Background: an optimization exercise with open tools, aiming at small area. Do not read the settings as production practice.
In this exercise RTL edits were held to simulation tests only and were not proved equivalent to the original.
The flow treats the clock pin as an ideal source, which a real chip does not have.
Power figures rest on the tool's default switching activity, not on a simulated workload.

Setup of the previous run:
// top
module top(
	input        sel,
	input        adj,
	input        rst,
	input        pause,
	input        clk,
	output [3:0] anode_vec,
	output [6:0] cathode_vec
    );
Size in the first run: ~270 cells after synthesis, about 80 flip-flops, about 16 I/O pins.
==> module clk_div, before the edit <==
module clk_div(
    input        sys_clk,
    input        rst,
    output       fast_rise,
    output       twohz_rise,
    output       onehz_rise,
    output       blink_clk,
    output [1:0] d
    );
    reg       g_r;
    reg [4:0] c_r;
    reg [1:0] d_r;
    reg       e_r;
    reg [2:0] q_r;
    wire       g  = g_r ^ 1'b1;
    wire [4:0] c  = c_r ^ 5'ha;
    wire [1:0] dd = d_r ^ 2'h3;
    wire       e  = e_r ^ 1'b0;
    wire [2:0] q  = q_r ^ 3'h0;
    wire c_end = c[4] & c[3] & c[1];
    wire step  = c_end & ~g;
    always @ (posedge sys_clk) begin
        g_r <= (~rst & ~g) ^ 1'b1;
        c_r <= ((rst | c_end) ? 5'b01010 : {c[3:0], ~(c[4] ^ c[1])}) ^ 5'ha;
        if (rst) begin
            d_r <= 2'b00 ^ 2'h3;
            e_r <= 1'b0 ^ 1'b0;
            q_r <= 3'b000 ^ 3'h0;
        end
        else if (step) begin
            d_r <= {dd[0], ~dd[1]} ^ 2'h3;
            if (dd == 2'b10)
                e_r <= ~e ^ 1'b0;
            q_r <= {q[1:0], ~(q[2] | q[1])} ^ 3'h0;
        end
    end
    wire q0    = ~q[2] & ~q[0];           
    wire mid   = c_end & g;               
    assign fast_rise  = step;
    assign twohz_rise = mid & q0 & (dd == 2'b11);
    assign onehz_rise = mid & q0 & (dd == 2'b00) & e;
    assign blink_clk  = dd[0] ^ dd[1] ^ q[0] ^ q[1];
    assign d = dd;
endmodule
==> module final_display, before the edit <==
module final_display(
	input        clk,
	input        rst,
	input        fast_en,
	input        blink_clk,
	input        sel,
	input        adj,
	input  [1:0] d,
	input  [3:0] digit_value,
	output [6:0] cathode_vec,
	output [3:0] anode_vec
    );
	reg [3:0] code_r;
	wire [3:0] code = code_r ^ 4'h9;
	wire blank = adj & (d[1] ~^ sel) & ~blink_clk;
	always @ (posedge clk) begin
		if (rst)
			code_r <= 4'he ^ 4'h9;
		else if (fast_en)
			code_r <= (blank ? 4'hf : digit_value) ^ 4'h9;
	end
	wire off = code[3] & code[2] & ~code[0];
	display seg_dec(.placeholder(code), .cathode_vec(cathode_vec));
	assign anode_vec[3] = off | (d != 2'b01);
	assign anode_vec[2] = off | (d != 2'b11);
	assign anode_vec[1] = off | (d != 2'b10);
	assign anode_vec[0] = off | (d != 2'b00);
endmodule
export LEC_CHECK = 0
export CAP_MARGIN = 20
export CORE_MARGIN = 2
export CORE_UTILIZATION = 40
export SLEW_MARGIN = 20
create_clock -name core_clock -period 10.0 [get_ports {clk}]
standard.sh (not shown) runs the stock make flow with config.mk's settings and CLKGATE_MAP_FILE= SYNTH_SCRIPT=/design/flow/synth_recipe.tcl, a recipe that flattens the netlist after the stock synthesis.
==> flow/flow/run.sh <==
#!/bin/bash
# Layout flow: the standard flow (standard.sh) with these changes:
#  - synthesis maps logic with an area-oriented ABC script (abc_area.script:
#    AIG optimisation with &deepsyn, then dch and amap) instead of ORFS's
#    speed script; everything else in
#    synthesis, including synth_recipe.tcl's flags, flattening and renaming, is
#    unchanged, so the registers are the standard synthesis's;
#  - synthesis skips ORFS's half/full adder extraction (ADDER_MAP_FILE empty):
#    the design has no adders, and the pass only turned XOR/AND pairs into
#    larger half-adder cells;
#  - port buffers are sky130_fd_sc_hd__buf_1;
#  - global placement is not timing-driven (GPL_TIMING_DRIVEN=0): timing has
#    ample slack, and the timing-driven pass only added a buffer;
#  - the clock tree is built by pre_cts.tcl (flip-flops grouped by position,
#    one clkbuf_4 per group of at most 10, one root clkbuf_4), so CTS finds
#    it already buffered; post_cts.tcl then upsizes any clock buffer whose
#    clock-pin slew estimate is high.
set -euo pipefail
HERE=$(pwd)
F=$HERE/flow

# ORFS's synth.tcl, with the ABC script replaced
sed "s#^source \$::env(SCRIPTS_DIR)/synth_preamble.tcl#&\nset abc_args [lreplace \$abc_args 1 1 $F/abc_area.script]#" \
  "$FLOW_HOME/scripts/synth.tcl" > "$HERE/synth_core.tcl"
sed "s#source \$::env(SCRIPTS_DIR)/synth.tcl#source $HERE/synth_core.tcl#" \
  synth_recipe.tcl > "$HERE/synth_area.tcl"
grep -q "abc_area.script" "$HERE/synth_core.tcl"
grep -q "synth_core.tcl" "$HERE/synth_area.tcl"

export BUFFER_PORTS_ARGS="-buffer_cell sky130_fd_sc_hd__buf_1"
export PRE_CTS_TCL="$F/pre_cts.tcl"
export POST_CTS_TCL="$F/post_cts.tcl"

bash standard.sh SYNTH_SCRIPT="$HERE/synth_area.tcl" ADDER_MAP_FILE= GPL_TIMING_DRIVEN=0 finish > "$HERE/flow.log" 2>&1
Other scripts of this flow, unchanged in this note and not shown: flow/flow/abc_area.script, flow/flow/post_cts.tcl, flow/flow/pre_cts.tcl
The following lists how the current run was set up differently from the previous run:
--- a/flow/design.v
+++ b/flow/design.v
@@ -40,23 +40,23 @@
     reg       e_r;
     reg [2:0] q_r;
     wire       g  = g_r ^ 1'b1;
     wire [4:0] c  = c_r ^ 5'ha;
-    wire [1:0] dd = d_r ^ 2'h3;
+    wire [1:0] dd = d_r ^ 2'h1;
     wire       e  = e_r ^ 1'b0;
     wire [2:0] q  = q_r ^ 3'h0;
     wire c_end = c[4] & c[3] & c[1];
     wire step  = c_end & ~g;
     always @ (posedge sys_clk) begin
         g_r <= (~rst & ~g) ^ 1'b1;
         c_r <= ((rst | c_end) ? 5'b01010 : {c[3:0], ~(c[4] ^ c[1])}) ^ 5'ha;
         if (rst) begin
-            d_r <= 2'b00 ^ 2'h3;
+            d_r <= 2'b00 ^ 2'h1;
             e_r <= 1'b0 ^ 1'b0;
             q_r <= 3'b000 ^ 3'h0;
         end
         else if (step) begin
-            d_r <= {dd[0], ~dd[1]} ^ 2'h3;
+            d_r <= {dd[0], ~dd[1]} ^ 2'h1;
             if (dd == 2'b10)
                 e_r <= ~e ^ 1'b0;
             q_r <= {q[1:0], ~(q[2] | q[1])} ^ 3'h0;
         end
@@ -180,15 +180,15 @@
 	output [6:0] cathode_vec,
 	output [3:0] anode_vec
     );
 	reg [3:0] code_r;
-	wire [3:0] code = code_r ^ 4'h9;
+	wire [3:0] code = code_r ^ 4'h1;
 	wire blank = adj & (d[1] ~^ sel) & ~blink_clk;
 	always @ (posedge clk) begin
 		if (rst)
-			code_r <= 4'he ^ 4'h9;
+			code_r <= 4'he ^ 4'h1;
 		else if (fast_en)
-			code_r <= (blank ? 4'hf : digit_value) ^ 4'h9;
+			code_r <= (blank ? 4'hf : digit_value) ^ 4'h1;
 	end
 	wire off = code[3] & code[2] & ~code[0];
 	display seg_dec(.placeholder(code), .cathode_vec(cathode_vec));
 	assign anode_vec[3] = off | (d != 2'b01);
==> summary.txt <==
The current run: die extent in x higher than the previous run. Layout overhead on the synthesized area across the previous run and the current run: no real change. On worst setup margin, the previous run loses to the current run. Post-synthesis async set-or-reset flop share: the previous run vs the current run identical. On the current run: share of synthesized cell area in and, or, nand and nor gates is 0.30 points higher than what the previous run gave. Changes observed in the current run relative to the previous run: fmax rose by about 4.4%; fraction of power consumed by the clock network rose by 0.4 points.

static timing again, ports no longer ideal:
The results above use ideal ports. As a check the final layouts listed here were re-extracted and re-timed, cells and wires unchanged. Step 1: set_driving_cell puts a clkbuf_16 on clk and a buf_2 on each other input, an assumption about the parent block. Step 2 moves the port delays by t, midway between the first and last clock arrival at a register: inputs arrive t later, outputs are due t later. That takes back most of the time a late clock gives input paths. Slacks: ideal / step 1 / step 2; pairs: ideal / step 1.
| run | shift t [ns] | setup slack, ns | hold WS [ns] | worst register clock-pin slew, ns |
|---|---|---|---|---|
| the previous run | 0.428 | 6.007 / 5.983 / 6.411 | 0.333 / 0.333 / 0.333 | 0.10 / 0.10 |
| the current run | 0.441 | 6.176 / 6.148 / 6.589 | 0.320 / 0.320 / 0.320 | 0.11 / 0.11 |
After both steps every run listed still meets setup and hold.
